What follows belongs to an exercise in optimizing a design on an open flow for small area, a short achievable clock period and few clock cycles per item; a production flow would make more cautious choices. RTL that was checked went through simulation tests only; none was proved equivalent to the original.

==> lagoon: inputs <==
==> flow/design.v <==
module fifo #(parameter WIDTH = 8, parameter LOGDEPTH = 3) (
    input clk,
    input reset,
    input enq_val,
    input [WIDTH-1:0] enq_data,
    output enq_rdy,
    output deq_val,
    output [WIDTH-1:0] deq_data,
    input deq_rdy
);
localparam DEPTH = (1 << LOGDEPTH);
reg [WIDTH-1:0] buffer [0:DEPTH-1];
reg [LOGDEPTH-1:0] rptr, wptr;
reg full;
wire enq_fire;
wire deq_fire;
assign enq_fire = enq_val & enq_rdy;
assign deq_fire = deq_val & deq_rdy;
assign enq_rdy  = !full;
assign deq_val  = (rptr != wptr) || full;
assign deq_data = buffer[rptr];
always @(posedge clk or posedge reset) begin
  if (reset) begin
    rptr <= 0;
    wptr <= 0;
    full <= 1'b0;
  end else begin
    if (enq_fire) begin
      buffer[wptr] <= enq_data;
      wptr <= wptr + 1'b1;
    end
    if (deq_fire) begin
      rptr <= rptr + 1'b1;
    end
    if (enq_fire && !deq_fire) begin
      full <= ((wptr + 1'b1) == rptr);
    end else if (deq_fire && !enq_fire) begin
      full <= 1'b0;
    end
  end
end
endmodule
module gcd_datapath #( parameter W = 16 )
( 
	input [W-1:0] operands_bits_A,
	input [W-1:0] operands_bits_B,
	output [W-1:0] result_bits_data,
	input clk, reset,
	input B_mux_sel, A_en, B_en,
	input [1:0] A_mux_sel,
	output B_zero,
	output A_lt_B
);
reg [W-1:0] A_reg;
reg [W-1:0] B_reg;
wire [W-1:0] A_next;
wire [W-1:0] B_next;
wire [W-1:0] sub_out;
assign A_next
	= A_mux_sel == 0 ? operands_bits_A
	: A_mux_sel == 1 ? B_reg
	: A_mux_sel == 2 ? sub_out
	: {W{1'bx}};
assign B_next
	= B_mux_sel == 0 ? operands_bits_B
	: B_mux_sel == 1 ? A_reg
	: {W{1'bx}};
assign sub_out = A_reg - B_reg;
assign B_zero = (B_reg == 0) ? 1'b1 : 1'b0;
assign A_lt_B = (A_reg < B_reg) ? 1'b1 : 1'b0;
assign result_bits_data = A_reg;
always @ (posedge clk or posedge reset) begin
	if(reset) begin
		A_reg <= 0;
		B_reg <= 0;
	end else begin
		if (A_en) A_reg <= A_next;
		if (B_en) B_reg <= B_next;
	end
end
endmodule
module gcd_control
( 
	input clk, reset, operands_val, result_rdy,
	input B_zero, A_lt_B,
	output reg result_val, operands_rdy,
	output reg [1:0] A_mux_sel,
	output reg B_mux_sel, A_en, B_en
);
parameter CALC = 2'b00;
parameter IDLE = 2'b10;
parameter DONE = 2'b11;
reg [1:0] state;
reg [1:0] nextstate;
always @* begin
	nextstate = state; 
	A_en = 0;
	B_en = 0;
	result_val = 0;
	operands_rdy = 0;
	B_mux_sel = 0;
	A_mux_sel = 0;
	case (state)
		IDLE : begin
			operands_rdy = 1;
			if(operands_val == 1'b1) begin
				nextstate = CALC;
				A_en = 1;
				B_en = 1;
			end else begin
				nextstate = IDLE;
			end
		end
		CALC : begin
			if(A_lt_B == 1'b1) begin
				B_mux_sel = 1;
				A_mux_sel = 1;
				A_en = 1;
				B_en = 1;
				nextstate = CALC;
			end else if (B_zero == 1'b0) begin
				A_mux_sel = 2;
				A_en = 1;
				nextstate = CALC;
			end else begin
				nextstate = DONE;
			end
		end
		DONE : begin
      result_val = 1;
			if (result_rdy == 1'b1) begin
				nextstate = IDLE;
			end else begin
				nextstate = DONE;
			end
		end
	endcase
end
always @(posedge clk) begin
	if(reset)
		state <= IDLE;
	else
		state <= nextstate;
end
endmodule
module gcd_coprocessor #( parameter W = 16 ) (
  input clk,
  input reset,
  input operands_val,
  input [W-1:0] operands_bits_A,
  input [W-1:0] operands_bits_B,
  output operands_rdy,
  output result_val,
  output [W-1:0] result_bits,
  input result_rdy
);
  wire             req_deq_val, req_deq_rdy;
  wire [2*W-1:0]   req_deq_bits;
  wire             resp_deq_val;
  wire [W-1:0]     resp_deq_bits;
  wire [W-1:0] gcd_A, gcd_B;
  wire [W-1:0] gcd_result_bits;
  wire         B_zero, A_lt_B;
  wire [1:0]   A_mux_sel;
  wire         B_mux_sel, A_en, B_en;
  wire         gcd_result_val, gcd_result_rdy;
  fifo #( .WIDTH(2*W), .LOGDEPTH(2) ) req_fifo (
    .clk(clk),
    .reset(reset),
    .enq_val(operands_val),
    .enq_data({operands_bits_A, operands_bits_B}),
    .enq_rdy(operands_rdy),
    .deq_val(req_deq_val),
    .deq_data(req_deq_bits),
    .deq_rdy(req_deq_rdy)
  );
  assign gcd_A = req_deq_bits[2*W-1:W];
  assign gcd_B = req_deq_bits[W-1:0];
  gcd_datapath #( .W(W) ) datapath (
    .operands_bits_A(gcd_A),
    .operands_bits_B(gcd_B),
    .result_bits_data(gcd_result_bits),
    .clk(clk),
    .reset(reset),
    .B_mux_sel(B_mux_sel),
    .A_en(A_en),
    .B_en(B_en),
    .A_mux_sel(A_mux_sel),
    .B_zero(B_zero),
    .A_lt_B(A_lt_B)
  );
  gcd_control control (
    .clk(clk),
    .reset(reset),
    .operands_val(req_deq_val),
    .result_rdy(gcd_result_rdy),
    .B_zero(B_zero),
    .A_lt_B(A_lt_B),
    .result_val(gcd_result_val),
    .operands_rdy(req_deq_rdy),
    .A_mux_sel(A_mux_sel),
    .B_mux_sel(B_mux_sel),
    .A_en(A_en),
    .B_en(B_en)
  );
  fifo #( .WIDTH(W), .LOGDEPTH(2) ) resp_fifo (
    .clk(clk),
    .reset(reset),
    .enq_val(gcd_result_val),
    .enq_data(gcd_result_bits),
    .enq_rdy(gcd_result_rdy),
    .deq_val(result_val),
    .deq_data(result_bits),
    .deq_rdy(result_rdy)
  );
endmodule
==> flow/run.sh <==
#!/bin/bash
# synth_recipe.tcl (not shown) runs the flow's synth.tcl, then flattens the netlist and writes it again
# the make line also repeats each setting of config.mk as NAME=value (left out here)
make -C /OpenROAD-flow-scripts/flow DESIGN_CONFIG=/design/flow/config.mk WORK_HOME=/design/flow/orfs CLKGATE_MAP_FILE= SYNTH_SCRIPT=/design/flow/synth_recipe.tcl finish
==> flow/config.mk <==
export PLATFORM = sky130hd
export DESIGN_NAME = gcd_coprocessor
export DESIGN_NICKNAME = gcd_coprocessor
export VERILOG_FILES = /design/flow/design.v
export SDC_FILE = /design/flow/constraint.sdc
export NUM_CORES = 4
export LEC_CHECK = 0
export CAP_MARGIN = 20
export CELL_PAD_IN_SITES_DETAIL_PLACEMENT = 1
export CELL_PAD_IN_SITES_GLOBAL_PLACEMENT = 2
export CORE_AREA = 10 10 170 170
export DIE_AREA = 0 0 180 180
export PLACE_DENSITY = 0.5
export SLEW_MARGIN = 20
==> flow/constraint.sdc <==
create_clock -name core_clock -period 5.0 [get_ports {clk}]
set_input_delay 1.0000 -clock core_clock [delete_from_list [all_inputs] [get_ports {clk}]]
set_output_delay 1.0000 -clock core_clock [all_outputs]
set_load 0.01 [all_outputs]
==> xenon: changes against lagoon <==
==> flow/design.v, changed modules only <==
module gcd_coprocessor #( parameter W = 16, parameter S = 2 ) (
  input clk,
  input reset,
  input operands_val,
  input [W-1:0] operands_bits_A,
  input [W-1:0] operands_bits_B,
  output operands_rdy,
  output result_val,
  output [W-1:0] result_bits,
  input result_rdy
);
  reg [W-1:0] A, B;
  reg [3:0]   k;       
  reg         busy;
  wire eq   = (A == B);
  wire kz   = (k == 4'd0);
  wire bz   = (B == {W{1'b0}});
  wire done = busy & eq & kz;
  assign result_val   = done;
  assign result_bits  = A;
  assign operands_rdy = ~busy | (done & result_rdy);
  wire load = operands_val & operands_rdy;
  wire [W:0] d1 = {1'b0, A} - {1'b0, B};
  wire [W:0] d2 = {1'b0, B} - {1'b0, A};
  wire agtb = ~d1[W];
  wire [W-1:0] dabs = agtb ? d1[W-1:0] : d2[W-1:0];
  function [W-1:0] shr_tz(input [W-1:0] x);
    integer i;
    reg stop;
    begin
      shr_tz = x;
      stop = 1'b0;
      for (i = 0; i < S; i = i + 1) begin
        if (!stop && !shr_tz[0]) shr_tz = shr_tz >> 1;
        else stop = 1'b1;
      end
    end
  endfunction
  wire both_even = ~A[0] & ~B[0];
  wire sub_step  = B[0] | bz;
  wire swap      = agtb | ~A[0];
  always @(posedge clk or posedge reset) begin
    if (reset) begin
      busy <= 1'b0;
    end else if (load) begin
      busy <= 1'b1;
    end else if (done & result_rdy) begin
      busy <= 1'b0;
    end
  end
  always @(posedge clk) begin
    if (load) begin
      A <= operands_bits_A;
      B <= operands_bits_B;
      k <= 4'd0;
    end else if (busy) begin
      if (eq) begin
        if (!kz) begin
          A <= A << 1;
          B <= B << 1;
          k <= k - 4'd1;
        end
      end else if (both_even) begin
        A <= A >> 1;
        B <= B >> 1;
        k <= k + 4'd1;
      end else if (sub_step) begin
        if (swap) A <= B;
        B <= shr_tz(dabs);
      end else begin
        B <= shr_tz(B);
      end
    end
  end
endmodule
// module fifo removed
// module gcd_datapath removed
// module gcd_control removed
Settings changed: CORE_AREA 10 10 170 170 to 5 5 65 65, DIE_AREA 0 0 180 180 to 0 0 70 70, PLACE_DENSITY 0.5 to 0.6.
==> qor summary <==
	xenon	lagoon
Result of the run	aborted with a tool error	complete, no violations
Last stage reached	3_1_place_gp_skip_io	-
Die height	70 µm	180 µm
Avg Synthesized Cell Area	7.87 µm²	13.6 µm²
Std-Cell Rows	21	58
Count of mapped cells out of synthesis	558	761
Mux cell area share after synthesis	5.13%	2.96%
Post-synthesis net count	631	836
Post-synthesis share of cell area spent on xor and xnor gates	3.39%	1.78%
Initial core utilization	129%	41.0%
Flip-flop and latch count after synthesis	37	236
Synthesized area	4390 µm²	10300 µm²
Share of the yosys chip area belonging to registers	24.3%	66.5%
Area fraction in compound gates after synthesis	29.8%	13.9%
Top-area cell type share of the netlist area	21.9%	55.9%
Library cell with the highest instance count after synthesis	sky130_fd_sc_hd__nand2_1	sky130_fd_sc_hd__edfxtp_1
Testbench counts of lagoon, summed over its fixed seeds: cycles 62,215, items 512.
No functional check of the RTL was part of xenon.

-- separate check: timing with driven ports --
In the flow no input, the clock included, has a driving cell. The finished layout below was timed again as built, in two steps.
Step 1 assumes that a clkbuf_16 drives the clock port and a buf_2 every other input.
Step 2 moves the port delays by t, midway between the first and last clock arrival at a register: inputs arrive t later, outputs are due t later. That takes back most of the time a late clock gives input paths.
Three values: no drivers, after step 1, after step 2; two values: the first two.
run: lagoon
shift t [ns]: 0.571
setup WS [ns]: 1.161 / 1.113 / 1.684
worst setup path after step 2: register to output
After both steps lagoon still meets setup and hold. For lagoon, drivers alone change the setup slack by -0.048 ns; drivers and shift together by +0.523 ns.
